From an optimization exercise on the open Yosys and OpenROAD flow, aimed at small area, a short achievable clock period and few clock cycles; shortcuts taken in it are not production practice.
Function was not checked in any run shown here: the RTL went through the layout flow alone.
Power and IR drop assume default switching activity.

===== design/flow/design.v =====
module Top(
    input                           sys_clk     ,
    input                           sys_rst_n   ,
    input                           trig        ,
    output  reg                     vld         ,
    input                   [9:0]   data_in     ,
    output  wire    signed  [12:0]  sin_out     ,
    output  wire    signed  [12:0]  cos_out
);
wire [7:0] r = data_in[7:0];
reg  [7:0] w;        
reg        sw;       
reg        s_neg;
reg        c_neg;
reg        busy;
always @(posedge sys_clk) begin
    w     <= r[7] ? (8'd0 - r) : r;
    sw    <= data_in[8] ^ data_in[7];
    s_neg <= data_in[9];
    c_neg <= data_in[9] ^ data_in[8];
end
always @(posedge sys_clk or negedge sys_rst_n) begin
    if (~sys_rst_n) begin
        busy <= 1'b0;
        vld  <= 1'b0;
    end
    else begin
        busy <= trig;
        vld  <= busy;
    end
end
wire [10:0] s_t;
wire [11:0] c_t;
sc_tab tab (.a(w), .s(s_t), .c(c_t));
wire        fix = sw && (w == 8'd108);
wire        w0  = (w == 8'd0);
wire [11:0] s_mag = sw ? c_t : {1'b0, s_t};
wire [11:0] c_mag = sw ? (fix ? 12'd1259 : {1'b0, s_t}) : c_t;
wire        s_n = s_neg & ~(w0 & ~sw);
wire        c_n = c_neg & ~(w0 & sw);
function [11:0] lowzero;
    input [11:0] m;
    reg   [11:0] n;
    reg          a01, a23, a45, a67, a89, p4, p8;
    begin
        n   = ~m;
        a01 = n[0] & n[1];
        a23 = n[2] & n[3];
        a45 = n[4] & n[5];
        a67 = n[6] & n[7];
        a89 = n[8] & n[9];
        p4  = a01 & a23;
        p8  = p4 & (a45 & a67);
        lowzero[0]  = 1'b1;
        lowzero[1]  = n[0];
        lowzero[2]  = a01;
        lowzero[3]  = a01 & n[2];
        lowzero[4]  = p4;
        lowzero[5]  = p4 & n[4];
        lowzero[6]  = p4 & a45;
        lowzero[7]  = p4 & (a45 & n[6]);
        lowzero[8]  = p8;
        lowzero[9]  = p8 & n[8];
        lowzero[10] = p8 & a89;
        lowzero[11] = p8 & (a89 & n[10]);
    end
endfunction
wire [11:0] s_z = lowzero(s_mag);
wire [11:0] c_z = lowzero(c_mag);
reg  [11:0] s_r, c_r;
reg         sn_r, cn_r;
always @(posedge sys_clk) begin
    s_r  <= s_mag ^ ({12{s_n}} & s_z);
    c_r  <= c_mag ^ ({12{c_n}} & c_z);
    sn_r <= s_n;
    cn_r <= c_n;
end
assign sin_out = {sn_r, s_r ^ {12{sn_r}}};
assign cos_out = {cn_r, c_r ^ {12{cn_r}}};
endmodule
module sc_tab(
    input  [7:0] a,
    output [10:0] s,
    output [11:0] c
);
wire new_n32;
wire new_n33;
wire new_n34;
wire new_n35;
wire new_n36;
wire new_n37;
wire new_n38;
wire new_n40;
wire new_n41;
wire new_n42;
wire new_n43;
wire new_n44;
wire new_n45;
wire new_n46;
wire new_n48;
wire new_n49;
wire new_n50;
wire new_n51;
wire new_n52;
wire new_n53;
wire new_n54;
wire new_n55;
wire new_n56;
wire new_n57;
wire new_n58;
wire new_n59;
wire new_n60;
wire new_n61;
wire new_n62;
wire new_n63;
wire new_n64;
wire new_n65;
wire new_n66;
wire new_n67;
wire new_n68;
wire new_n69;
wire new_n70;
wire new_n71;
wire new_n72;
wire new_n73;
wire new_n74;
wire new_n75;
wire new_n76;
wire new_n77;
wire new_n78;
wire new_n79;
wire new_n80;
wire new_n81;
wire new_n82;
wire new_n83;
wire new_n84;
wire new_n85;
wire new_n86;
wire new_n87;
wire new_n88;
wire new_n89;
wire new_n90;
wire new_n91;
wire new_n92;
wire new_n93;
wire new_n94;
wire new_n95;
wire new_n96;
wire new_n97;
wire new_n98;
wire new_n99;
wire new_n100;
wire new_n101;
wire new_n102;
wire new_n103;
wire new_n104;
wire new_n105;
wire new_n106;
wire new_n107;
wire new_n108;
wire new_n109;
wire new_n110;
wire new_n111;
wire new_n112;
wire new_n113;
wire new_n114;
wire new_n115;
wire new_n116;
wire new_n117;
wire new_n118;
wire new_n119;
wire new_n120;
wire new_n121;
wire new_n122;
wire new_n123;
wire new_n124;
wire new_n125;
wire new_n126;
wire new_n127;
wire new_n128;
wire new_n129;
wire new_n130;
wire new_n131;
wire new_n132;
wire new_n133;
wire new_n134;
wire new_n135;
wire new_n136;
wire new_n137;
wire new_n138;
wire new_n139;
wire new_n140;
wire new_n141;
wire new_n142;
wire new_n143;
wire new_n144;
wire new_n145;
wire new_n146;
wire new_n147;
wire new_n148;
wire new_n149;
wire new_n150;
wire new_n151;
wire new_n152;
wire new_n153;
wire new_n154;
wire new_n155;
wire new_n156;
wire new_n157;
wire new_n158;
wire new_n159;
wire new_n160;
wire new_n161;
wire new_n162;
wire new_n163;
wire new_n164;
wire new_n165;
wire new_n166;
wire new_n167;
wire new_n168;
wire new_n169;
wire new_n170;
wire new_n171;
wire new_n172;
wire new_n173;
wire new_n174;
wire new_n175;
wire new_n176;
wire new_n177;
wire new_n178;
wire new_n179;
wire new_n180;
wire new_n181;
wire new_n182;
wire new_n183;
wire new_n184;
wire new_n185;
wire new_n186;
wire new_n187;
wire new_n188;
wire new_n189;
wire new_n190;
wire new_n191;
wire new_n192;
wire new_n193;
wire new_n194;
wire new_n195;
wire new_n196;
wire new_n197;
wire new_n198;
wire new_n200;
wire new_n201;
wire new_n202;
wire new_n203;
wire new_n204;
wire new_n205;
wire new_n207;
wire new_n210;
wire new_n211;
wire new_n213;
wire new_n215;
wire new_n216;
wire new_n217;
wire new_n218;
wire new_n219;
wire new_n220;
wire new_n222;
wire new_n223;
wire new_n224;
wire new_n225;
wire new_n226;
wire new_n227;
wire new_n228;
wire new_n229;
wire new_n230;
wire new_n232;
wire new_n233;
wire new_n234;
wire new_n235;
wire new_n236;
wire new_n237;
wire new_n238;
wire new_n239;
wire new_n240;
wire new_n241;
wire new_n242;
wire new_n243;
wire new_n244;
wire new_n245;
wire new_n246;
wire new_n247;
wire new_n248;
wire new_n249;
wire new_n250;
wire new_n251;
wire new_n252;
wire new_n253;
wire new_n254;
wire new_n255;
wire new_n256;
wire new_n257;
wire new_n258;
wire new_n259;
wire new_n260;
wire new_n261;
wire new_n262;
wire new_n263;
wire new_n265;
wire new_n266;
wire new_n267;
wire new_n268;
wire new_n269;
wire new_n270;
wire new_n271;
wire new_n272;
wire new_n273;
wire new_n274;
wire new_n275;
wire new_n276;
wire new_n277;
wire new_n278;
wire new_n279;
wire new_n280;
wire new_n281;
wire new_n282;
wire new_n283;
wire new_n284;
wire new_n285;
wire new_n286;
wire new_n287;
wire new_n288;
wire new_n289;
wire new_n290;
wire new_n291;
wire new_n292;
wire new_n293;
wire new_n294;
wire new_n295;
wire new_n296;
wire new_n297;
wire new_n299;
wire new_n300;
wire new_n301;
wire new_n302;
wire new_n303;
wire new_n304;
wire new_n305;
wire new_n306;
wire new_n307;
wire new_n308;
wire new_n309;
wire new_n310;
wire new_n311;
wire new_n312;
wire new_n313;
wire new_n314;
wire new_n315;
wire new_n316;
wire new_n317;
wire new_n318;
wire new_n319;
wire new_n320;
wire new_n321;
wire new_n322;
wire new_n323;
wire new_n324;
wire new_n325;
wire new_n326;
wire new_n327;
wire new_n328;
wire new_n329;
wire new_n330;
wire new_n332;
wire new_n333;
wire new_n334;
wire new_n335;
wire new_n336;
wire new_n337;
wire new_n338;
wire new_n339;
wire new_n340;
wire new_n341;
wire new_n342;
wire new_n343;
wire new_n344;
wire new_n345;
wire new_n346;
wire new_n347;
wire new_n348;
wire new_n349;
wire new_n350;
wire new_n351;
wire new_n352;
wire new_n353;
wire new_n354;
wire new_n355;
wire new_n356;
wire new_n357;
wire new_n358;
wire new_n359;
wire new_n360;
wire new_n362;
wire new_n363;
wire new_n364;
wire new_n365;
wire new_n366;
wire new_n367;
wire new_n368;
wire new_n369;
wire new_n370;
wire new_n371;
wire new_n372;
wire new_n373;
wire new_n374;
wire new_n376;
wire new_n377;
wire new_n378;
wire new_n379;
wire new_n380;
wire new_n381;
wire new_n382;
wire new_n383;
wire new_n384;
wire new_n385;
wire new_n386;
wire new_n387;
wire new_n388;
wire new_n389;
wire new_n391;
wire new_n392;
wire new_n393;
wire new_n394;
wire new_n395;
wire new_n396;
wire new_n397;
wire new_n398;
wire new_n399;
wire new_n400;
wire new_n401;
wire new_n402;
wire new_n403;
wire new_n404;
wire new_n405;
wire new_n406;
wire new_n407;
wire new_n408;
wire new_n409;
wire new_n410;
wire new_n411;
wire new_n412;
wire new_n414;
wire new_n415;
wire new_n416;
wire new_n417;
wire new_n418;
wire new_n419;
wire new_n420;
wire new_n421;
wire new_n422;
wire new_n423;
wire new_n424;
wire new_n425;
wire new_n426;
wire new_n427;
wire new_n428;
wire new_n429;
wire new_n430;
wire new_n431;
wire new_n432;
wire new_n433;
wire new_n434;
wire new_n435;
wire new_n436;
wire new_n437;
wire new_n438;
wire new_n439;
wire new_n440;
wire new_n441;
wire new_n443;
wire new_n444;
wire new_n445;
wire new_n446;
wire new_n447;
wire new_n448;
wire new_n449;
wire new_n450;
wire new_n451;
wire new_n452;
wire new_n453;
wire new_n454;
wire new_n455;
wire new_n456;
wire new_n457;
wire new_n458;
wire new_n459;
wire new_n460;
wire new_n461;
wire new_n462;
wire new_n463;
wire new_n464;
wire new_n465;
wire new_n466;
wire new_n467;
wire new_n468;
wire new_n469;
wire new_n470;
wire new_n471;
wire new_n472;
wire new_n473;
wire new_n475;
wire new_n476;
wire new_n477;
wire new_n478;
wire new_n479;
wire new_n480;
wire new_n481;
wire new_n482;
wire new_n483;
wire new_n484;
wire new_n485;
wire new_n486;
wire new_n487;
wire new_n488;
wire new_n489;
wire new_n490;
wire new_n491;
wire new_n492;
wire new_n493;
wire new_n494;
wire new_n495;
wire new_n496;
wire new_n497;
wire new_n498;
wire new_n499;
wire new_n500;
wire new_n501;
wire new_n502;
wire new_n503;
wire new_n504;
wire new_n505;
wire new_n506;
wire new_n507;
wire new_n508;
wire new_n510;
wire new_n511;
wire new_n512;
wire new_n513;
wire new_n514;
wire new_n515;
wire new_n516;
wire new_n517;
wire new_n518;
wire new_n519;
wire new_n520;
wire new_n521;
wire new_n522;
wire new_n523;
wire new_n524;
wire new_n525;
wire new_n526;
wire new_n527;
wire new_n528;
wire new_n529;
wire new_n530;
wire new_n531;
wire new_n532;
wire new_n533;
wire new_n534;
wire new_n535;
wire new_n536;
wire new_n537;
wire new_n538;
wire new_n539;
wire new_n540;
wire new_n541;
wire new_n542;
wire new_n543;
wire new_n544;
wire new_n546;
wire new_n547;
wire new_n548;
wire new_n549;
wire new_n550;
wire new_n551;
wire new_n552;
wire new_n553;
wire new_n554;
wire new_n555;
wire new_n556;
wire new_n557;
wire new_n558;
wire new_n559;
wire new_n560;
wire new_n561;
wire new_n562;
wire new_n563;
wire new_n564;
wire new_n565;
wire new_n566;
wire new_n567;
wire new_n568;
wire new_n569;
wire new_n570;
wire new_n571;
wire new_n572;
wire new_n573;
wire new_n574;
wire new_n575;
assign new_n32 = ~a[3] & ~a[1];
assign new_n33 = a[6] & ~new_n32;
assign new_n34 = ~a[3] & ~a[2];
assign new_n35 = a[4] & ~new_n34;
assign new_n36 = new_n33 & new_n35;
assign new_n37 = a[6] & a[5];
assign new_n38 = ~a[7] & ~new_n37;
assign s[10] = ~(~new_n36 & new_n38);
assign new_n40 = a[5] & a[3];
assign new_n41 = a[5] & a[4];
assign new_n42 = ~new_n40 & ~new_n41;
assign new_n43 = ~a[4] & ~a[1];
assign new_n44 = ~a[2] & new_n43;
assign new_n45 = ~new_n42 & ~new_n44;
assign new_n46 = ~a[6] & ~new_n45;
assign s[9] = ~s[10] & ~new_n46;
assign new_n48 = a[5] & ~a[3];
assign new_n49 = ~a[5] & a[4];
assign new_n50 = ~a[3] & new_n49;
assign new_n51 = ~a[6] & ~a[4];
assign new_n52 = ~a[4] & a[3];
assign new_n53 = a[6] & ~new_n52;
assign new_n54 = ~new_n51 & ~new_n53;
assign new_n55 = a[5] & new_n43;
assign new_n56 = ~new_n54 & ~new_n55;
assign new_n57 = new_n40 & ~new_n56;
assign new_n58 = ~new_n50 & ~new_n57;
assign new_n59 = a[1] & a[0];
assign new_n60 = a[4] & a[3];
assign new_n61 = ~a[3] & ~a[0];
assign new_n62 = a[6] & ~new_n61;
assign new_n63 = ~new_n60 & ~new_n62;
assign new_n64 = ~new_n59 & ~new_n63;
assign new_n65 = a[6] & a[4];
assign new_n66 = ~a[5] & a[3];
assign new_n67 = ~new_n48 & ~new_n66;
assign new_n68 = new_n65 & ~new_n67;
assign new_n69 = a[2] & ~new_n68;
assign new_n70 = a[3] & ~a[1];
assign new_n71 = a[4] & ~new_n70;
assign new_n72 = ~a[4] & new_n66;
assign new_n73 = ~a[0] & new_n72;
assign new_n74 = ~new_n71 & ~new_n73;
assign new_n75 = ~a[6] & ~new_n74;
assign new_n76 = ~a[2] & ~new_n50;
assign new_n77 = ~new_n75 & new_n76;
assign new_n78 = ~a[3] & ~new_n37;
assign new_n79 = new_n43 & ~new_n78;
assign new_n80 = a[3] & new_n37;
assign new_n81 = ~new_n79 & ~new_n80;
assign new_n82 = new_n77 & new_n81;
assign new_n83 = ~new_n69 & ~new_n82;
assign new_n84 = a[3] & ~new_n59;
assign new_n85 = ~new_n67 & ~new_n84;
assign new_n86 = ~a[6] & new_n85;
assign new_n87 = a[4] & ~a[3];
assign new_n88 = ~new_n52 & ~new_n87;
assign new_n89 = new_n37 & new_n88;
assign new_n90 = ~new_n72 & ~new_n89;
assign new_n91 = ~new_n86 & new_n90;
assign new_n92 = ~new_n83 & ~new_n91;
assign new_n93 = new_n64 & ~new_n92;
assign new_n94 = ~a[4] & ~a[3];
assign new_n95 = a[1] & ~new_n94;
assign new_n96 = ~a[0] & ~new_n95;
assign new_n97 = new_n49 & new_n96;
assign new_n98 = ~a[5] & a[1];
assign new_n99 = new_n94 & new_n98;
assign new_n100 = a[2] & ~new_n99;
assign new_n101 = ~new_n97 & new_n100;
assign new_n102 = ~new_n93 & new_n101;
assign new_n103 = ~new_n58 & ~new_n102;
assign new_n104 = ~new_n48 & ~new_n103;
assign new_n105 = a[4] & ~new_n104;
assign new_n106 = ~a[4] & new_n104;
assign new_n107 = ~new_n105 & ~new_n106;
assign new_n108 = ~a[3] & a[2];
assign new_n109 = ~a[6] & ~a[5];
assign new_n110 = new_n94 & new_n109;
assign new_n111 = ~new_n65 & ~new_n110;
assign new_n112 = ~a[2] & ~a[1];
assign new_n113 = ~new_n49 & ~new_n112;
assign new_n114 = ~a[6] & a[5];
assign new_n115 = ~new_n94 & new_n114;
assign new_n116 = ~new_n113 & new_n115;
assign new_n117 = ~a[2] & a[0];
assign new_n118 = a[2] & ~a[0];
assign new_n119 = ~new_n117 & ~new_n118;
assign new_n120 = a[5] & ~a[1];
assign new_n121 = ~new_n37 & ~new_n98;
assign new_n122 = ~new_n120 & new_n121;
assign new_n123 = ~new_n119 & new_n122;
assign new_n124 = ~new_n116 & ~new_n123;
assign new_n125 = new_n111 & ~new_n124;
assign new_n126 = ~a[1] & ~a[0];
assign new_n127 = ~new_n59 & ~new_n126;
assign new_n128 = new_n49 & ~new_n127;
assign new_n129 = a[6] & ~new_n128;
assign new_n130 = new_n83 & ~new_n129;
assign new_n131 = a[1] & ~a[0];
assign new_n132 = a[6] & ~new_n94;
assign new_n133 = ~new_n51 & ~new_n132;
assign new_n134 = ~new_n131 & ~new_n133;
assign new_n135 = new_n65 & new_n108;
assign new_n136 = a[1] & ~new_n51;
assign new_n137 = ~a[0] & new_n136;
assign new_n138 = ~new_n135 & new_n137;
assign new_n139 = ~new_n134 & ~new_n138;
assign new_n140 = ~a[4] & ~a[2];
assign new_n141 = ~a[5] & ~new_n117;
assign new_n142 = ~new_n140 & new_n141;
assign new_n143 = a[4] & ~new_n98;
assign new_n144 = ~new_n127 & new_n143;
assign new_n145 = ~new_n142 & ~new_n144;
assign new_n146 = ~new_n139 & ~new_n145;
assign new_n147 = ~new_n130 & new_n146;
assign new_n148 = ~new_n59 & new_n92;
assign new_n149 = new_n147 & ~new_n148;
assign new_n150 = ~a[6] & ~new_n107;
assign new_n151 = ~new_n33 & new_n117;
assign new_n152 = ~new_n150 & new_n151;
assign new_n153 = ~new_n149 & ~new_n152;
assign new_n154 = ~new_n125 & new_n153;
assign new_n155 = new_n108 & ~new_n154;
assign new_n156 = ~a[2] & ~new_n32;
assign new_n157 = new_n65 & new_n156;
assign new_n158 = new_n37 & new_n156;
assign new_n159 = ~new_n78 & ~new_n118;
assign new_n160 = ~a[1] & ~new_n40;
assign new_n161 = ~new_n159 & new_n160;
assign new_n162 = a[3] & a[1];
assign new_n163 = ~new_n118 & new_n162;
assign new_n164 = new_n111 & ~new_n163;
assign new_n165 = ~new_n161 & new_n164;
assign new_n166 = ~new_n158 & new_n165;
assign new_n167 = ~new_n157 & ~new_n166;
assign new_n168 = ~a[3] & a[0];
assign new_n169 = ~new_n156 & ~new_n168;
assign new_n170 = ~new_n59 & ~new_n162;
assign new_n171 = ~new_n169 & new_n170;
assign new_n172 = new_n147 & new_n171;
assign new_n173 = ~new_n167 & ~new_n172;
assign new_n174 = ~new_n155 & new_n173;
assign new_n175 = ~a[1] & new_n155;
assign new_n176 = ~a[7] & ~new_n175;
assign new_n177 = ~new_n174 & new_n176;
assign new_n178 = a[6] & ~new_n141;
assign new_n179 = new_n59 & ~new_n88;
assign new_n180 = a[3] & a[2];
assign new_n181 = ~new_n126 & new_n180;
assign new_n182 = ~a[4] & new_n181;
assign new_n183 = ~new_n162 & ~new_n182;
assign new_n184 = ~new_n179 & ~new_n183;
assign new_n185 = new_n94 & ~new_n127;
assign new_n186 = ~new_n184 & ~new_n185;
assign new_n187 = new_n178 & ~new_n186;
assign new_n188 = new_n154 & ~new_n187;
assign new_n189 = a[1] & new_n117;
assign new_n190 = new_n188 & new_n189;
assign new_n191 = ~a[5] & ~a[3];
assign new_n192 = ~a[6] & a[4];
assign new_n193 = ~new_n191 & ~new_n192;
assign new_n194 = new_n98 & new_n193;
assign new_n195 = ~new_n64 & new_n194;
assign new_n196 = ~new_n190 & new_n195;
assign new_n197 = new_n190 & ~new_n195;
assign new_n198 = ~new_n196 & ~new_n197;
assign s[5] = ~(new_n177 & new_n198);
assign new_n200 = new_n65 & s[5];
assign new_n201 = ~s[10] & ~new_n200;
assign new_n202 = ~a[2] & new_n126;
assign new_n203 = new_n110 & new_n202;
assign new_n204 = ~a[7] & ~new_n203;
assign new_n205 = a[5] & new_n36;
assign c[9] = new_n204 & ~new_n205;
assign new_n207 = ~new_n201 & c[9];
assign c[11] = new_n201 & ~c[9];
assign c[8] = ~new_n207 & ~c[11];
assign new_n210 = new_n107 & ~c[8];
assign new_n211 = ~a[7] & new_n150;
assign s[8] = ~new_n210 & ~new_n211;
assign new_n213 = ~a[7] & ~new_n92;
assign s[7] = ~(~new_n103 & new_n213);
assign new_n215 = a[1] & new_n83;
assign new_n216 = a[5] & new_n51;
assign new_n217 = ~new_n84 & new_n216;
assign new_n218 = ~new_n215 & ~new_n217;
assign new_n219 = new_n102 & new_n218;
assign new_n220 = ~a[7] & ~new_n82;
assign s[6] = ~new_n219 & new_n220;
assign new_n222 = ~a[5] & ~new_n126;
assign new_n223 = a[4] & a[2];
assign new_n224 = ~new_n140 & ~new_n223;
assign new_n225 = new_n222 & ~new_n224;
assign new_n226 = ~a[4] & a[0];
assign new_n227 = ~a[6] & ~a[2];
assign new_n228 = ~new_n226 & new_n227;
assign new_n229 = new_n225 & new_n228;
assign new_n230 = new_n188 & ~new_n229;
assign s[4] = ~a[7] & ~new_n230;
assign new_n232 = new_n190 & new_n192;
assign new_n233 = ~a[0] & new_n104;
assign new_n234 = ~new_n104 & ~new_n118;
assign new_n235 = new_n37 & ~new_n234;
assign new_n236 = ~new_n233 & new_n235;
assign new_n237 = new_n92 & new_n112;
assign new_n238 = a[6] & a[2];
assign new_n239 = ~a[6] & new_n60;
assign new_n240 = ~a[5] & ~new_n239;
assign new_n241 = ~new_n238 & ~new_n240;
assign new_n242 = new_n59 & ~new_n191;
assign new_n243 = ~new_n241 & new_n242;
assign new_n244 = ~new_n83 & new_n243;
assign new_n245 = ~a[5] & ~new_n51;
assign new_n246 = ~new_n53 & ~new_n245;
assign new_n247 = new_n66 & new_n238;
assign new_n248 = ~new_n246 & ~new_n247;
assign new_n249 = a[1] & ~new_n248;
assign new_n250 = ~a[1] & ~new_n65;
assign new_n251 = new_n245 & new_n250;
assign new_n252 = ~new_n249 & ~new_n251;
assign new_n253 = ~a[0] & ~new_n252;
assign new_n254 = ~a[1] & a[0];
assign new_n255 = ~a[4] & new_n191;
assign new_n256 = ~new_n241 & ~new_n255;
assign new_n257 = new_n254 & ~new_n256;
assign new_n258 = ~a[7] & ~new_n257;
assign new_n259 = ~new_n253 & new_n258;
assign new_n260 = ~new_n244 & new_n259;
assign new_n261 = ~new_n237 & new_n260;
assign new_n262 = ~new_n172 & new_n261;
assign new_n263 = ~new_n236 & new_n262;
assign s[3] = ~(~new_n232 & new_n263);
assign new_n265 = a[2] & a[1];
assign new_n266 = ~new_n255 & ~new_n265;
assign new_n267 = a[4] & new_n59;
assign new_n268 = ~a[6] & ~new_n267;
assign new_n269 = ~new_n130 & ~new_n268;
assign new_n270 = a[2] & ~a[1];
assign new_n271 = new_n40 & new_n270;
assign new_n272 = new_n48 & new_n131;
assign new_n273 = new_n60 & new_n126;
assign new_n274 = ~new_n272 & ~new_n273;
assign new_n275 = ~new_n271 & new_n274;
assign new_n276 = new_n269 & new_n275;
assign new_n277 = new_n266 & new_n276;
assign new_n278 = ~a[6] & ~new_n66;
assign new_n279 = ~new_n277 & ~new_n278;
assign new_n280 = ~new_n237 & ~new_n279;
assign new_n281 = ~a[0] & ~new_n280;
assign new_n282 = ~new_n34 & ~new_n180;
assign new_n283 = ~a[5] & new_n282;
assign new_n284 = new_n266 & new_n283;
assign new_n285 = a[5] & new_n265;
assign new_n286 = a[4] & new_n285;
assign new_n287 = ~a[1] & ~new_n191;
assign new_n288 = ~new_n35 & new_n287;
assign new_n289 = ~new_n286 & ~new_n288;
assign new_n290 = ~new_n284 & new_n289;
assign new_n291 = new_n276 & new_n290;
assign new_n292 = a[3] & new_n109;
assign new_n293 = ~new_n265 & new_n292;
assign new_n294 = a[0] & ~new_n293;
assign new_n295 = ~new_n237 & new_n294;
assign new_n296 = ~new_n291 & new_n295;
assign new_n297 = ~new_n281 & ~new_n296;
assign s[2] = ~a[7] & ~new_n297;
assign new_n299 = a[3] & ~new_n270;
assign new_n300 = ~new_n127 & new_n299;
assign new_n301 = ~new_n218 & new_n300;
assign new_n302 = new_n131 & new_n218;
assign new_n303 = a[4] & ~a[0];
assign new_n304 = new_n238 & ~new_n303;
assign new_n305 = ~a[2] & ~new_n62;
assign new_n306 = ~new_n304 & ~new_n305;
assign new_n307 = ~new_n165 & ~new_n306;
assign new_n308 = new_n193 & ~new_n307;
assign new_n309 = ~new_n70 & new_n308;
assign new_n310 = ~new_n302 & new_n309;
assign new_n311 = ~new_n301 & new_n310;
assign new_n312 = ~new_n140 & ~new_n226;
assign new_n313 = ~new_n303 & new_n312;
assign new_n314 = ~new_n228 & ~new_n313;
assign new_n315 = new_n162 & ~new_n314;
assign new_n316 = new_n269 & ~new_n315;
assign new_n317 = ~a[2] & ~new_n179;
assign new_n318 = ~new_n41 & ~new_n317;
assign new_n319 = ~new_n316 & new_n318;
assign new_n320 = ~a[0] & new_n49;
assign new_n321 = ~new_n113 & ~new_n320;
assign new_n322 = ~a[1] & ~new_n321;
assign new_n323 = a[4] & ~new_n254;
assign new_n324 = ~new_n66 & ~new_n140;
assign new_n325 = ~new_n323 & new_n324;
assign new_n326 = a[6] & ~new_n325;
assign new_n327 = ~new_n322 & new_n326;
assign new_n328 = ~new_n48 & ~new_n327;
assign new_n329 = ~new_n319 & new_n328;
assign new_n330 = ~a[7] & ~new_n329;
assign s[1] = ~new_n311 & new_n330;
assign new_n332 = ~new_n33 & ~new_n65;
assign new_n333 = new_n117 & new_n162;
assign new_n334 = ~new_n332 & ~new_n333;
assign new_n335 = new_n126 & ~new_n224;
assign new_n336 = a[3] & ~new_n117;
assign new_n337 = a[4] & ~new_n168;
assign new_n338 = ~new_n336 & new_n337;
assign new_n339 = ~new_n335 & ~new_n338;
assign new_n340 = new_n334 & new_n339;
assign new_n341 = ~new_n88 & new_n127;
assign new_n342 = ~a[6] & ~new_n99;
assign new_n343 = ~new_n341 & new_n342;
assign new_n344 = ~new_n37 & ~new_n343;
assign new_n345 = ~new_n340 & new_n344;
assign new_n346 = new_n62 & ~new_n119;
assign new_n347 = ~new_n87 & ~new_n140;
assign new_n348 = a[1] & ~new_n347;
assign new_n349 = a[5] & ~new_n348;
assign new_n350 = ~new_n346 & new_n349;
assign new_n351 = ~new_n315 & ~new_n350;
assign new_n352 = ~new_n345 & new_n351;
assign new_n353 = a[3] & ~a[2];
assign new_n354 = new_n114 & ~new_n140;
assign new_n355 = ~new_n353 & new_n354;
assign new_n356 = ~a[4] & a[1];
assign new_n357 = new_n108 & new_n356;
assign new_n358 = ~new_n273 & ~new_n357;
assign new_n359 = new_n355 & new_n358;
assign new_n360 = ~a[7] & ~new_n359;
assign s[0] = ~new_n352 & new_n360;
assign new_n362 = ~a[6] & c[9];
assign new_n363 = new_n201 & ~new_n362;
assign new_n364 = a[4] & ~a[1];
assign new_n365 = ~a[4] & ~new_n282;
assign new_n366 = ~new_n35 & new_n136;
assign new_n367 = ~new_n365 & new_n366;
assign new_n368 = ~new_n364 & ~new_n367;
assign new_n369 = new_n33 & ~new_n368;
assign new_n370 = new_n60 & ~new_n112;
assign new_n371 = ~new_n132 & ~new_n370;
assign new_n372 = ~new_n369 & new_n371;
assign new_n373 = a[5] & c[9];
assign new_n374 = ~new_n372 & new_n373;
assign c[7] = ~new_n363 & ~new_n374;
assign new_n376 = a[4] & ~new_n48;
assign new_n377 = ~new_n112 & new_n376;
assign new_n378 = ~new_n44 & ~new_n377;
assign new_n379 = new_n153 & ~new_n378;
assign new_n380 = a[6] & ~a[5];
assign new_n381 = new_n83 & new_n380;
assign new_n382 = ~new_n115 & ~new_n381;
assign new_n383 = ~new_n379 & ~new_n382;
assign new_n384 = a[1] & new_n180;
assign new_n385 = new_n48 & ~new_n265;
assign new_n386 = ~new_n72 & ~new_n385;
assign new_n387 = ~new_n384 & new_n386;
assign new_n388 = a[6] & ~new_n387;
assign new_n389 = new_n204 & ~new_n388;
assign c[6] = ~new_n383 & new_n389;
assign new_n391 = ~a[3] & ~new_n59;
assign new_n392 = new_n222 & ~new_n391;
assign new_n393 = ~new_n272 & ~new_n392;
assign new_n394 = new_n83 & ~new_n393;
assign new_n395 = ~a[4] & new_n202;
assign new_n396 = ~new_n285 & ~new_n395;
assign new_n397 = a[6] & ~new_n396;
assign new_n398 = ~a[5] & ~new_n53;
assign new_n399 = ~a[6] & a[3];
assign new_n400 = new_n112 & ~new_n399;
assign new_n401 = ~new_n42 & new_n400;
assign new_n402 = ~new_n398 & ~new_n401;
assign new_n403 = new_n44 & new_n61;
assign new_n404 = ~new_n181 & ~new_n403;
assign new_n405 = ~new_n402 & new_n404;
assign new_n406 = ~new_n113 & ~new_n226;
assign new_n407 = new_n399 & ~new_n406;
assign new_n408 = a[2] & new_n50;
assign new_n409 = ~a[7] & ~new_n408;
assign new_n410 = ~new_n407 & new_n409;
assign new_n411 = ~new_n405 & new_n410;
assign new_n412 = ~new_n397 & new_n411;
assign c[5] = ~(~new_n394 & new_n412);
assign new_n414 = a[6] & ~new_n154;
assign new_n415 = new_n191 & ~new_n414;
assign new_n416 = new_n48 & new_n95;
assign new_n417 = ~new_n43 & ~new_n416;
assign new_n418 = ~new_n154 & ~new_n417;
assign new_n419 = ~new_n180 & new_n224;
assign new_n420 = ~new_n65 & ~new_n178;
assign new_n421 = ~new_n419 & new_n420;
assign new_n422 = ~new_n285 & new_n421;
assign new_n423 = a[3] & ~new_n98;
assign new_n424 = ~new_n109 & new_n423;
assign new_n425 = ~a[5] & new_n118;
assign new_n426 = ~new_n37 & ~new_n425;
assign new_n427 = ~new_n424 & new_n426;
assign new_n428 = ~new_n120 & ~new_n427;
assign new_n429 = ~new_n421 & new_n428;
assign new_n430 = ~new_n422 & ~new_n429;
assign new_n431 = ~new_n418 & new_n430;
assign new_n432 = ~new_n415 & new_n431;
assign new_n433 = new_n67 & ~new_n109;
assign new_n434 = new_n202 & new_n433;
assign new_n435 = a[2] & new_n245;
assign new_n436 = a[3] & ~new_n126;
assign new_n437 = ~a[0] & new_n32;
assign new_n438 = ~new_n436 & ~new_n437;
assign new_n439 = new_n435 & new_n438;
assign new_n440 = new_n204 & ~new_n439;
assign new_n441 = ~new_n434 & new_n440;
assign c[4] = ~new_n432 & new_n441;
assign new_n443 = ~new_n44 & ~new_n425;
assign new_n444 = a[6] & new_n88;
assign new_n445 = ~new_n443 & new_n444;
assign new_n446 = new_n92 & new_n335;
assign new_n447 = a[0] & new_n37;
assign new_n448 = ~new_n109 & ~new_n391;
assign new_n449 = ~a[4] & ~new_n242;
assign new_n450 = ~new_n448 & new_n449;
assign new_n451 = ~new_n42 & new_n59;
assign new_n452 = ~new_n68 & ~new_n178;
assign new_n453 = ~new_n451 & new_n452;
assign new_n454 = ~new_n450 & new_n453;
assign new_n455 = ~new_n77 & ~new_n454;
assign new_n456 = ~new_n179 & ~new_n323;
assign new_n457 = ~new_n407 & new_n456;
assign new_n458 = new_n77 & ~new_n457;
assign new_n459 = ~new_n455 & ~new_n458;
assign new_n460 = ~new_n447 & ~new_n459;
assign new_n461 = ~a[2] & new_n96;
assign new_n462 = a[2] & new_n127;
assign new_n463 = ~new_n461 & ~new_n462;
assign new_n464 = new_n326 & ~new_n463;
assign new_n465 = new_n225 & ~new_n326;
assign new_n466 = new_n40 & new_n131;
assign new_n467 = ~new_n465 & ~new_n466;
assign new_n468 = ~new_n464 & new_n467;
assign new_n469 = ~new_n460 & new_n468;
assign new_n470 = ~new_n446 & new_n469;
assign new_n471 = new_n445 & new_n470;
assign new_n472 = ~new_n445 & ~new_n470;
assign new_n473 = ~a[7] & ~new_n472;
assign c[3] = ~(~new_n471 & new_n473);
assign new_n475 = ~a[0] & ~new_n83;
assign new_n476 = a[0] & new_n83;
assign new_n477 = new_n364 & ~new_n476;
assign new_n478 = ~new_n475 & new_n477;
assign new_n479 = ~new_n52 & new_n98;
assign new_n480 = ~new_n424 & ~new_n479;
assign new_n481 = ~new_n65 & ~new_n480;
assign new_n482 = ~new_n37 & ~new_n118;
assign new_n483 = ~new_n147 & new_n482;
assign new_n484 = ~new_n481 & new_n483;
assign new_n485 = new_n478 & new_n484;
assign new_n486 = new_n481 & ~new_n483;
assign new_n487 = new_n308 & new_n437;
assign new_n488 = ~a[4] & ~new_n265;
assign new_n489 = a[0] & ~new_n488;
assign new_n490 = new_n111 & ~new_n489;
assign new_n491 = ~new_n423 & ~new_n490;
assign new_n492 = ~new_n487 & ~new_n491;
assign new_n493 = ~a[5] & ~new_n270;
assign new_n494 = new_n252 & new_n493;
assign new_n495 = ~new_n492 & ~new_n494;
assign new_n496 = ~a[0] & ~new_n71;
assign new_n497 = ~new_n56 & new_n496;
assign new_n498 = ~new_n51 & ~new_n127;
assign new_n499 = ~a[3] & ~new_n226;
assign new_n500 = ~new_n498 & new_n499;
assign new_n501 = ~a[6] & new_n59;
assign new_n502 = ~a[2] & ~new_n242;
assign new_n503 = ~new_n501 & new_n502;
assign new_n504 = ~new_n500 & new_n503;
assign new_n505 = ~new_n497 & new_n504;
assign new_n506 = ~new_n495 & ~new_n505;
assign new_n507 = ~new_n486 & new_n506;
assign new_n508 = ~new_n485 & new_n507;
assign c[2] = ~a[7] & ~new_n508;
assign new_n510 = ~new_n32 & ~new_n270;
assign new_n511 = ~new_n85 & ~new_n423;
assign new_n512 = a[5] & new_n189;
assign new_n513 = a[4] & ~new_n61;
assign new_n514 = ~new_n512 & new_n513;
assign new_n515 = ~new_n511 & new_n514;
assign new_n516 = ~a[5] & new_n126;
assign new_n517 = ~new_n312 & ~new_n333;
assign new_n518 = ~new_n516 & new_n517;
assign new_n519 = ~new_n515 & ~new_n518;
assign new_n520 = new_n510 & ~new_n519;
assign new_n521 = a[2] & a[0];
assign new_n522 = ~a[5] & ~new_n353;
assign new_n523 = ~new_n521 & new_n522;
assign new_n524 = a[6] & ~new_n523;
assign new_n525 = ~a[6] & a[2];
assign new_n526 = ~new_n254 & ~new_n525;
assign new_n527 = ~a[4] & ~new_n526;
assign new_n528 = ~new_n165 & new_n527;
assign new_n529 = ~new_n524 & ~new_n528;
assign new_n530 = ~new_n520 & ~new_n529;
assign new_n531 = new_n34 & new_n131;
assign new_n532 = ~new_n40 & ~new_n501;
assign new_n533 = ~new_n531 & new_n532;
assign new_n534 = ~new_n478 & new_n533;
assign new_n535 = a[1] & new_n88;
assign new_n536 = new_n228 & new_n535;
assign new_n537 = a[5] & ~new_n536;
assign new_n538 = ~new_n60 & ~new_n227;
assign new_n539 = ~new_n43 & new_n510;
assign new_n540 = ~new_n538 & ~new_n539;
assign new_n541 = ~new_n182 & ~new_n540;
assign new_n542 = new_n537 & new_n541;
assign new_n543 = ~new_n534 & ~new_n542;
assign new_n544 = ~new_n530 & ~new_n543;
assign c[1] = ~a[7] & ~new_n544;
assign new_n546 = ~new_n32 & ~new_n173;
assign new_n547 = new_n147 & ~new_n546;
assign new_n548 = new_n132 & ~new_n162;
assign new_n549 = new_n368 & new_n548;
assign new_n550 = ~new_n60 & ~new_n531;
assign new_n551 = ~new_n300 & new_n550;
assign new_n552 = ~a[6] & ~new_n551;
assign new_n553 = new_n94 & new_n117;
assign new_n554 = ~new_n356 & new_n521;
assign new_n555 = ~a[5] & ~new_n554;
assign new_n556 = ~new_n553 & new_n555;
assign new_n557 = ~new_n552 & new_n556;
assign new_n558 = ~new_n549 & new_n557;
assign new_n559 = ~new_n547 & new_n558;
assign new_n560 = ~a[1] & ~new_n51;
assign new_n561 = new_n180 & ~new_n356;
assign new_n562 = ~new_n560 & new_n561;
assign new_n563 = ~new_n369 & ~new_n562;
assign new_n564 = ~a[0] & ~new_n563;
assign new_n565 = ~a[4] & ~new_n34;
assign new_n566 = ~a[6] & ~new_n565;
assign new_n567 = ~new_n94 & new_n270;
assign new_n568 = a[0] & ~new_n567;
assign new_n569 = ~new_n566 & new_n568;
assign new_n570 = ~new_n367 & new_n569;
assign new_n571 = new_n87 & new_n202;
assign new_n572 = new_n537 & ~new_n571;
assign new_n573 = ~new_n570 & new_n572;
assign new_n574 = ~new_n564 & new_n573;
assign new_n575 = ~a[7] & ~new_n574;
assign c[0] = ~new_n559 & new_n575;
assign c[10] = ~c[11];
endmodule

===== design/flow/flow/run.sh =====
#!/bin/bash
# The standard layout (standard.sh), with three changes: synthesis maps no adder
# cells (ADDER_MAP_FILE empty, so ABC maps that logic with the rest), port buffers are
# buf_2 instead of the delay buffer buffer_ports picks by default, and timing repair
# aims for 6.0 ns of setup slack. The clock period and constraints are the standard flow's.
set -euo pipefail
bash standard.sh ADDER_MAP_FILE= "BUFFER_PORTS_ARGS=-buffer_cell sky130_fd_sc_hd__buf_2" SETUP_SLACK_MARGIN=6.0  finish > standard_flow.log 2>&1

===== design/flow/standard.sh =====
#!/bin/bash
# synth_recipe.tcl (not shown) runs the flow's synth.tcl, then flattens the netlist and writes it again
# the make line also repeats each setting of config.mk as NAME=value (left out here)
make -C /OpenROAD-flow-scripts/flow DESIGN_CONFIG=/design/flow/config.mk WORK_HOME=/design/flow/orfs CLKGATE_MAP_FILE= SYNTH_SCRIPT=/design/flow/synth_recipe.tcl "${@:-finish}"

===== design/flow/config.mk =====
export PLATFORM = sky130hd
export DESIGN_NAME = Top
export DESIGN_NICKNAME = Top
export VERILOG_FILES = /design/flow/design.v
export SDC_FILE = /design/flow/constraint.sdc
export NUM_CORES = 4
export LEC_CHECK = 0
export ABC_AREA = 1
export CAP_MARGIN = 20
export CORE_MARGIN = 2
export CORE_UTILIZATION = 40
export SLEW_MARGIN = 20
export SYNTH_MEMORY_MAX_BITS = 32768

===== design/flow/constraint.sdc =====
create_clock -name core_clock -period 10.0 [get_ports {sys_clk}]
set_input_delay 2.0000 -clock core_clock [delete_from_list [all_inputs] [get_ports {sys_clk}]]
set_output_delay 2.0000 -clock core_clock [all_outputs]
set_load 0.01 [all_outputs]

==> results.json, run 1 <==
{
  "outcome": "timing/DRC/antenna clean",
  "yosys_warnings": 1,
  "wl_microns": 15800,
  "fin_tns_setup_ps": 0,
  "postCtsResizedCells": 0,
  "finalHoldViolCount": 0,
  "tightest_slew_ps": 1020,
  "path_clk_slew_ps": 90,
  "numPortBuffers": 39,
  "rsz0062_at_grt": "no",
  "ys_seq_elements": 39,
  "ys_types": 52,
  "fp-row-count": 36,
  "cts.hold.buffers_added": 0,
  "p_seq_share_pct": 27.0,
  "drc": 0,
  "final-max-slew-violation-count": 0,
  "grt_pass1_vias": 4379,
  "postLayoutCoreUtil_pct": 43.8,
  "synth.net_count": 638,
  "clk_path_buf_depth": 2,
  "crit_fanout": 16,
  "vdd_drop_max_mv": 0.0865,
  "cts_setup_buffers": 0,
  "die_w_microns": 103,
  "place_congestion": 1.03,
  "p_sw_mw": 0.381,
  "critPathKind": "reg2reg",
  "io_pins": 40,
  "final_layout_size_suffix_gt1_share_pct": 18.9,
  "fin_skew_ps": 9.78,
  "power.leakage_nw": 2.00,
  "setup_viol": 0,
  "fmax_mhz": 269,
  "synth_area_sq_um": 3900,
  "layout_common_cells": "125 x nand2_1, 71 x nor2_1, 53 x inv_1, 53 x nand3_1, 39 x buf_2",
  "synth_area_leaders": "dfxtp_1 19%, nand2_1 12%, xor2_1 7.4%",
  "start_kind": "flop",
  "htreeDepth": 2,
  "p_per_area_nw_per_um2": 187,
  "detail-route-antenna-nets": 0,
  "viasPerCell": 6.07,
  "clock_latency_ps": 300,
  "fin_nets": 658,
  "syn-mean-instance-area_sq_um": 6.24,
  "grtUsageTotal_pct": 30.2,
  "core_sq_um": 9640,
  "antenna_cells": 0,
  "cts.sinks": 39,
  "yosysSeqAreaShare_pct": 20.3,
  "synth_area_leader_cell": "dfxtp_1",
  "pwr-share-comb_pct": 55.8,
  "syn2layout_area_growth_pct": 8.28,
  "endpoint_kind": "flop",
  "numCtsBuffers": 5,
  "holdCritPathClass": "reg2reg",
  "grt_overflow": 0,
  "vias": 4725,
  "drt_iter0_drc": 735,
  "period_needed_ps": 3720,
  "grt_pass1_wl_microns": 24000,
  "relSlewSlack_pct": 31.4,
  "pwr-share-clk_pct": 17.3,
  "wl_per_cell_microns": 20.2,
  "min_period_over_period_pct": 37.2,
  "grt_max_degree": 29,
  "setup_slack_ps": 6280,
  "dp_hpwl_microns": 12100,
  "required_ps": 10190,
  "intPower_mw": 0.410,
  "synth_top_area_share_pct": 19.0,
  "fp.dieH_microns": 103,
  "maxCapViolCount": 0,
  "dp_slack_ps": 6550,
  "synthCells": 625,
  "tritoncts": "built",
  "die_area_sq_um": 10600,
  "initial_utilization_pct": 40.5,
  "worstPathArrival_ps": 3910,
  "layout_commonest_cell": "nand2_1",
  "cts_root_buf": "clkbuf_8",
  "drt-pass1-iter-count": 8,
  "antenna_found_initial": 0,
  "switching_share_pct": 48.1
}
cell type report:
class / instances / area [sq um]
clock buffers: 5 / 68.8
clock inverters: 3 / 46.3
fillers: 1086 / 5420
inverters: 72 / 275
multi-input cells: 482 / 2640
flip-flops and latches: 39 / 791
well taps: 133 / 166
repair buffers: 45 / 240
stage by stage:
| step | hold slack, ps | power (mW) | std cells | cell area (sq um) |
|---|---|---|---|---|
| 2_1_floorplan | 331 | 0.515 | 625 | 3900 |
| 5_1_grt | 376 | 0.843 | 779 | 4220 |
| 3_5_place_dp | 344 | 0.643 | 771 | 4110 |
| 6_report | 359 | 0.791 | 779 | 4220 |
| 4_1_cts | 364 | 0.781 | 779 | 4220 |
| 3_3_place_gp | 341 | 0.657 | 771 | 4110 |
critical path, cell delays in order (launching register included):
cell,delay [ps]
dfxtp_1,880
nor2_1,330
inv_1,320
nand2_1,100
nand3_1,150
nand2_1,120
nand2_1,110
nand3_1,140
a21oi_1,260
o211ai_1,130
nand3_1,210
nand2_1,80
nand2_1,130
inv_2,50
nor2_4,110
nand2_2,80
a21oi_4,160
nand3b_1,120
nand2_1,80
nand2_1,40
cells by family (layout without fill, tap and decap cells):
family | after synthesis | after routing | synth area share, %
xor+xnor | 38 | 38 | 8.53
flops | 39 | 39 | 20.3
compound gates | 122 | 122 | 20.5
buf+inv | 104 | 125 | 12.2
simple gates | 322 | 322 | 38.5
per-layer routing:
| metal | track usage (%) | wire length [microns] | vias up |
|---|---|---|---|
| met5 | 0 | 0 | - |
| met4 | 15.5 | 1050 | 0 |
| met3 | 6.58 | 2110 | 89 |
| met2 | 45.3 | 6540 | 404 |
| met1 | 40.6 | 6070 | 2107 |
| li1 | - | - | 2125 |
power by group through the flow:
stage / sequential, mW / combinational (mW) / clock (mW)
after global placement: 0.216 / 0.441 / 0
final: 0.213 / 0.441 / 0.136
after global routing: 0.217 / 0.480 / 0.146
after detailed placement: 0.217 / 0.426 / 0
after floorplan: 0.209 / 0.306 / 0
after CTS: 0.214 / 0.428 / 0.139
synth_stat cells, drive strengths merged:
cell / n
o32ai: 2
nor2: 79
or3: 1
a21oi: 21
nor3: 20
o211ai: 12
o21ai: 45
o31ai: 3
a211oi: 3
nand3: 60
o22ai: 7
nor4: 2
o311ai: 3
xor2: 33
clkbuf: 7
or2: 1
a22oi: 1
o2111ai: 3
o21bai: 3
nand2: 153
nand4: 5
a22o: 1
dfrtp: 2
xnor2: 5
nand3b: 1
a31oi: 8
a221oi: 2
o31a: 1
a21boi: 1
clkinv: 1
buf: 25
dfxtp: 37
a2111oi: 1
o221ai: 5
inv: 71
flip-flops by register name (all words and copies together), names as in the netlist:
signal	count
c_r	12
s_r	12
w	8
busy	1
c_neg	1
cn_r	1
s_neg	1
sn_r	1
sw	1
vld	1
worst paths after layout:
path	from	endpoint	slack, ps	cells past startpoint
max reg2reg	w[0]	s_r[6]	6280	19
min reg2reg	busy	vld	360	0
max in group asynchronous	sys_rst_n	vld	8440	1
min	busy	vld	360	0
max	w[0]	s_r[6]	6280	19
min in group asynchronous	sys_rst_n	busy	1470	1
==> run 2: changes to the inputs <==
==> design/flow/flow/run.sh (replaced) <==
#!/bin/bash
# The standard layout (standard.sh), with three changes: synthesis maps no adder
# cells (ADDER_MAP_FILE empty, so ABC maps that logic with the rest), port buffers are
# buf_2 instead of the delay buffer buffer_ports picks by default, and timing repair
# aims for 6.6 ns of setup slack. The clock period and constraints are the standard flow's.
set -euo pipefail
bash standard.sh ADDER_MAP_FILE= "BUFFER_PORTS_ARGS=-buffer_cell sky130_fd_sc_hd__buf_2" SETUP_SLACK_MARGIN=6.6  finish > standard_flow.log 2>&1
==> run 2 against run 1 <==
  * Still clean
  * Sequential power barely moved
  * Sequential share of layout area down 0.36 points
  * Non-clock buffer count grew 8
  * Clock-buffer cell count is the same
  * Synthesized cell count is the same
  * Power increased by 1.8%
  * Via count increased by 1.9%
  * Critical endpoint is now cos_out[11]
  * Synthesized area did not move
==> results.json, run 2 <==
{
  "grtUsageTotal_pct": 30.3,
  "pwr-share-comb_pct": 56.4,
  "viasPerCell": 6.12,
  "maxCapViolCount": 0,
  "power.leakage_nw": 2.04,
  "p_seq_share_pct": 26.6,
  "ys.flop_type": "dfxtp_1",
  "fin_nets": 666,
  "postLayoutCoreUtil_pct": 45.2,
  "p_total_mw": 0.805,
  "p_sw_mw": 0.387,
  "yosys_warnings": 1,
  "outcome": "timing/DRC/antenna clean",
  "clk_path_buf_depth": 2,
  "holdCritPathClass": "reg2reg",
  "holdWs_ps": 359,
  "grt_pass1_wl_microns": 24200,
  "crit_chain": "xor2_1 -> buf_2",
  "period_needed_ps": 3260,
  "clock_latency_ps": 300,
  "crit_fanout": 13,
  "numPortBuffers": 39,
  "p_per_area_nw_per_um2": 185,
  "tightest_slew_ps": 1030,
  "synthMuxAreaShare_pct": 0,
  "syn2layout_area_growth_pct": 11.8,
  "required_ps": 8000,
  "crit_path_top_delay_cell": "dfxtp_2",
  "vdd_drop_max_mv": 0.0871,
  "min_period_over_period_pct": 32.6,
  "setup_viol": 0,
  "yosysMostFrequentCell": "nand2_1",
  "layout_common_cells": "125 x nand2_1, 69 x nor2_1, 53 x nand3_1",
  "intPower_mw": 0.419,
  "worstPathArrival_ps": 1260,
  "dp_hpwl_microns": 12100,
  "synth_common_cells": "125 x nand2_1, 71 x nor2_1, 53 x inv_1, 53 x nand3_1, 37 x dfxtp_1",
  "path_buf_inv": 1,
  "synth_async_sr_flop_share_pct": 5.13,
  "ys_seq_elements": 39,
  "wl_microns": 15900,
  "die_area_sq_um": 10600,
  "initial_utilization_pct": 40.5,
  "wl_per_cell_microns": 20.2,
  "antenna_cells": 0,
  "fp.dieH_microns": 103,
  "fp-row-count": 36,
  "ys_types": 52,
  "final-max-slew-violation-count": 0,
  "fin_tns_setup_ps": 0,
  "cpLargestDelayFamily": "flip-flops",
  "synth_top_area_share_pct": 19.0,
  "rsz0062_at_grt": "yes",
  "stdcell_area_sq_um": 4360,
  "io_pins": 40,
  "synth_area_leader_cell": "dfxtp_1",
  "finalHoldViolCount": 0,
  "synthCells": 625,
  "grt_overflow": 0,
  "fmax_mhz": 307,
  "fin_skew_ps": 10.2,
  "critPathKind": "reg2out",
  "cp_slowest_stage_delay_ps": 590,
  "layout_commonest_cell": "nand2_1",
  "htreeDepth": 2,
  "synth_top_family_by_area": "simple AND/OR/NAND/NOR gates",
  "fill_cells": 1083,
  "synth_simple_gate_area_share_pct": 38.5,
  "die_w_microns": 103,
  "synth_area_leaders": "dfxtp_1 19%, nand2_1 12%, xor2_1 7.4%",
  "pwr-share-clk_pct": 17.0,
  "cts.sinks": 39,
  "tritoncts": "built",
  "core_sq_um": 9640,
  "relSlewSlack_pct": 30.5,
  "synth.net_count": 638,
  "path_clk_slew_ps": 90,
  "place_area_sq_um": 4110,
  "synth_fa_ha_area_share_pct": 0,
  "synth_area_sq_um": 3900,
  "synth-xor-area-share_pct": 8.53,
  "grt_pass1_vias": 4372,
  "drc": 0,
  "detail-route-antenna-nets": 0,
  "grt_max_degree": 29,
  "switching_share_pct": 48.0,
  "numCtsBuffers": 5,
  "synth_compound_area_share_pct": 20.5,
  "start_kind": "flop",
  "antenna_found_initial": 0,
  "drt-pass1-iter-count": 6,
  "syn-mean-instance-area_sq_um": 6.24,
  "final_layout_size_suffix_gt1_share_pct": 21.3,
  "largestRegisters": "c_r (12), s_r (12), w (8)",
  "synth_edf_count": 0,
  "drt_iter0_drc": 734,
  "cts_root_buf": "clkbuf_8",
  "yosysSeqAreaShare_pct": 20.3,
  "place_congestion": 1.03,
  "vias": 4814,
  "endpoint_kind": "output port"
}
## run 2: cell count changes in the layout (fill, tap and decap cells not counted), moves of 3 or more
cell     previous run  this run
dfxtp_1            37        33
buf_6               0         3
nor2_4              2         5
buf_4               6        10
## run 2: timing repair
item,4_1_cts,5_1_grt
setup endpoints to repair,27,12
endpoints found under the hold margin,0,0
hold buffers,0,0
gates resized for setup,5,22
pin swaps,0,1
setup buffers,0,8
## run 2: kinds of logic (layout without fill, tap and decap cells)
| group | after synthesis | count (layout) |
|---|---|---|
| AND/OR/NAND/NOR | 322 | 322 |
| AO/OA/AOI/OAI | 122 | 122 |
| XOR/XNOR | 38 | 38 |
| flip-flops | 39 | 39 |
| buffers and inverters | 104 | 133 |
## run 2: cell type report
type / instances / area [sq um] / share of cell area (%)
flip-flops and latches: 39 / 801 / 18.4
clock inverters: 3 / 46.3 / 1.06
repair buffers: 53 / 319 / 7.32
inverters: 72 / 300 / 6.89
multi-input cells: 482 / 2660 / 61.0
well taps: 133 / 166 / 3.82
clock buffers: 5 / 68.8 / 1.58
## run 2: stage by stage
stage	std cells	setup slack, ps
after global routing	787	6560
after floorplan	625	6920
after global placement	771	6420
after CTS	779	6680
final	787	6740
after detailed placement	771	6550
## run 2: path summary, 6_finish.rpt
| kind | startpoint | slack [ps] | end | cells after the start |
|---|---|---|---|---|
| worst max register to register | w[2] | 6750 | s_r[6] | 21 |
| min in group asynchronous | sys_rst_n | 1470 | busy | 1 |
| max in group asynchronous | sys_rst_n | 8440 | vld | 1 |
| worst min-delay path | busy | 360 | vld | 0 |
| worst min register to register | busy | 360 | vld | 0 |
| worst max-delay path | cn_r | 6740 | cos_out[11] | 2 |
## run 2: per-layer routing
metal / vias up / global-route usage, % / wire [microns]
met2: 418 / 45.3 / 6600
met5: - / 0 / 0
met4: 0 / 15.7 / 1070
met1: 2143 / 40.9 / 6120
met3: 105 / 6.71 / 2130
li1: 2148 / - / -
## run 2: power by group through the flow
stage | Combinational, mW | Sequential [mW] | Clock, mW
after global placement | 0.441 | 0.216 | 0
final | 0.454 | 0.214 | 0.137
after detailed placement | 0.426 | 0.217 | 0
after CTS | 0.428 | 0.214 | 0.139
after floorplan | 0.306 | 0.209 | 0
after global routing | 0.493 | 0.218 | 0.146
==> run 3: changes to the inputs <==
==> design/flow/flow/run.sh (replaced) <==
#!/bin/bash
# The standard layout (standard.sh), with three changes: synthesis maps no adder
# cells (ADDER_MAP_FILE empty, so ABC maps that logic with the rest), port buffers are
# buf_2 instead of the delay buffer buffer_ports picks by default, and timing repair
# aims for 7.4 ns of setup slack. The clock period and constraints are the standard flow's.
set -euo pipefail
bash standard.sh ADDER_MAP_FILE= "BUFFER_PORTS_ARGS=-buffer_cell sky130_fd_sc_hd__buf_2" SETUP_SLACK_MARGIN=7.4  finish > standard_flow.log 2>&1
==> run 3 against run 2 <==
  * Global-route usage increased by 6.8 points
  * Critical endpoint is now cos_out[10]
  * Clock power up 15%
  * Still clean
  * Highest routed layer unchanged
  * Sequential power rose by 14%
  * First-iteration DRC count is 60% higher
==> results.json, run 3 <==
{
  "grt_pass1_wl_microns": 29100,
  "p_per_area_nw_per_um2": 177,
  "detail-route-antenna-nets": 0,
  "fin_tns_setup_ps": 0,
  "maxCapViolCount": 0,
  "numPortBuffers": 39,
  "die_area_sq_um": 10600,
  "die_w_microns": 103,
  "wl_per_cell_microns": 23.8,
  "period_needed_ps": 3160,
  "drt_iter0_drc": 1171,
  "min_period_over_period_pct": 31.6,
  "crit_chain": "buf_12 -> xor2_1 -> buf_2",
  "numCtsBuffers": 5,
  "io_pins": 40,
  "drc": 0,
  "synth_area_leaders": "dfxtp_1 19%, nand2_1 12%, xor2_1 7.4%",
  "synth_top_area_share_pct": 19.0,
  "vdd_drop_max_mv": 0.117,
  "crit_path_top_delay_cell": "dfxtp_4",
  "largestRegisters": "c_r (12), s_r (12), w (8)",
  "synth.net_count": 638,
  "clock_latency_ps": 290,
  "endpoint_kind": "output port",
  "fin_nets": 773,
  "antenna_cells": 0,
  "layout_commonest_cell": "nand2_1",
  "dp_slack_ps": 6330,
  "cp_slowest_stage_delay_ps": 400,
  "synthCells": 625,
  "worstRegToRegCells": 25,
  "final_layout_size_suffix_gt1_share_pct": 48.1,
  "reg2reg_from": "w[5]",
  "cts_root_buf": "clkbuf_8",
  "wl_microns": 21300,
  "fmax_mhz": 316,
  "fp.dieH_microns": 103,
  "syn-mean-instance-area_sq_um": 6.24,
  "synth_area_sq_um": 3900,
  "vias": 5787,
  "tightest_slew_ps": 735,
  "clk_path_buf_depth": 2,
  "initial_utilization_pct": 40.5,
  "path_clk_slew_ps": 80,
  "worstPathArrival_ps": 1160,
  "hold_depth": 0,
  "grt_pass1_vias": 5168,
  "fp-row-count": 36,
  "cts.sinks": 39,
  "critPathKind": "reg2out",
  "ys.flop_type": "dfxtp_1",
  "tritoncts": "built",
  "start_kind": "flop",
  "synth_area_leader_cell": "dfxtp_1",
  "startpoint": "cn_r",
  "yosys_warnings": 1,
  "dp_hpwl_microns": 12400,
  "place_congestion": 1.13,
  "final-max-slew-violation-count": 0,
  "syn2layout_area_growth_pct": 67.5,
  "ys_types": 52,
  "grtUsageTotal_pct": 37.1,
  "core_sq_um": 9640,
  "relSlewSlack_pct": 50.9,
  "yosysMostFrequentCell": "nand2_1",
  "holdCritPathClass": "reg2reg",
  "fin_skew_ps": 6.31,
  "rsz0062_at_grt": "yes",
  "synth_edf_count": 0,
  "grt_overflow": 0,
  "outcome": "timing/DRC/antenna clean",
  "finalHoldViolCount": 0,
  "drt-pass1-iter-count": 17,
  "synth_async_sr_flop_share_pct": 5.13,
  "synth_common_cells": "125 x nand2_1, 71 x nor2_1, 53 x inv_1, 53 x nand3_1, 37 x dfxtp_1",
  "setup_slack_ps": 6840,
  "power.leakage_nw": 2.96,
  "antenna_found_initial": 0,
  "hp-start": "busy",
  "htreeDepth": 2,
  "viasPerCell": 6.47,
  "setup_viol": 0,
  "layout_common_cells": "94 x nand2_1, 85 x buf_4, 52 x nor2_1",
  "crit_fanout": 6,
  "ys_seq_elements": 39,
  "cts.hold.buffers_added": 0,
  "grt_max_degree": 23,
  "required_ps": 8000,
  "yosysSeqAreaShare_pct": 20.3
}
==> run 3: logic make-up (layout without fill, tap and decap cells) <==
| logic type | after synthesis | count (layout) | share of synthesized area [%] |
|---|---|---|---|
| compound gates | 122 | 122 | 20.5 |
| xor+xnor | 38 | 38 | 8.53 |
| simple gates | 322 | 322 | 38.5 |
| buf+inv | 104 | 240 | 12.2 |
| flops | 39 | 39 | 20.3 |
==> run 3: cell type report <==
class / instances / area (sq um)
Clock inverter: 3 / 67.6
Multi-Input combinational cell: 482 / 3520
Timing Repair Buffer: 159 / 1550
Clock buffer: 5 / 68.8
Inverter: 72 / 328
Tap cell: 133 / 166
Timing Repair inverter: 1 / 8.76
Sequential cell: 39 / 816
Fill cell: 740 / 3110
==> run 3: critical path: cells and delay by family, from the launching register on <==
kind / cells / cell delay (ps)
xor gates and xnor gates: 1 / 150
buffers and inverters: 2 / 320
DFF: 1 / 400
==> run 3: per-layer routing <==
metal,global-route usage [%],share of wire (%),vias to the layer above
li1,-,-,2346
met1,44.8,33,2581
met2,54.6,41,614
met3,14.7,16,246
met4,24.3,10,0
met5,0,0,-
==> run 3: per-stage QoR <==
stage	power (mW)	cell area [sq um]	util [%]	instances	hold WS, ps
after floorplan	0.574	4280	-	625	331
after global placement	0.714	4460	46.3	772	343
after detailed placement	0.705	4460	46.3	772	354
after CTS	1.01	5850	60.7	857	373
after global routing	1.20	6530	67.8	894	381
final	1.16	6530	67.8	894	368
==> run 3: path summary, 6_finish.rpt <==
check | slack (ps) | end
max in group asynchronous | 8430 | busy
worst max-delay path | 6840 | cos_out[10]
min in group asynchronous | 1480 | vld
worst max register to register | 6860 | s_r[6]
worst min-delay path | 370 | vld
worst min register to register | 370 | vld
==> run 3: power by group <==
part | total, mW | switching (mW) | internal, mW
combinational | 0.758 | 0.424 | 0.334
clock | 0.158 | 0.0581 | 0.0995
sequential | 0.243 | 0.0502 | 0.193
==> run 3: timing repair <==
action / CTS / global route
setup endpoints to repair: 55 / 55
resized for setup: 133 / 96
gates cloned: 5 / 0
pin swaps: 45 / 56
buffers inserted: 72 / 37

[re-timing with driven ports]
The flow's constraints put no driver on any port. The routed layouts listed below were extracted and timed again, unchanged, in two steps. Step 1 (the two cells are an assumption about what drives the block):
set clk [get_ports {sys_clk}]
set_driving_cell -lib_cell sky130_fd_sc_hd__clkbuf_16 $clk
set_driving_cell -lib_cell sky130_fd_sc_hd__buf_2 [delete_from_list [all_inputs] $clk]
Step 2 times the ports against the registers' clock, not the clock port: input delays grow and output delays shrink by t, the midpoint of the rising clock arrivals with the driver on. Slacks: no drivers / after step 1 / after step 2; pairs: no drivers / after step 1.
run | t (ns) | setup WS [ns] | clock arrival spread, ns | pins driven straight from the clock port
run 1 | 0.319 | 6.280 / 6.280 / 6.280 | 0.009 / 0.010 | 1
run 2 | 0.320 | 6.741 / 6.715 / 6.748 | 0.011 / 0.010 | 1
run 3 | 0.318 | 6.837 / 6.807 / 6.860 | 0.009 / 0.010 | 1
After both steps setup and hold are still met in every run listed.
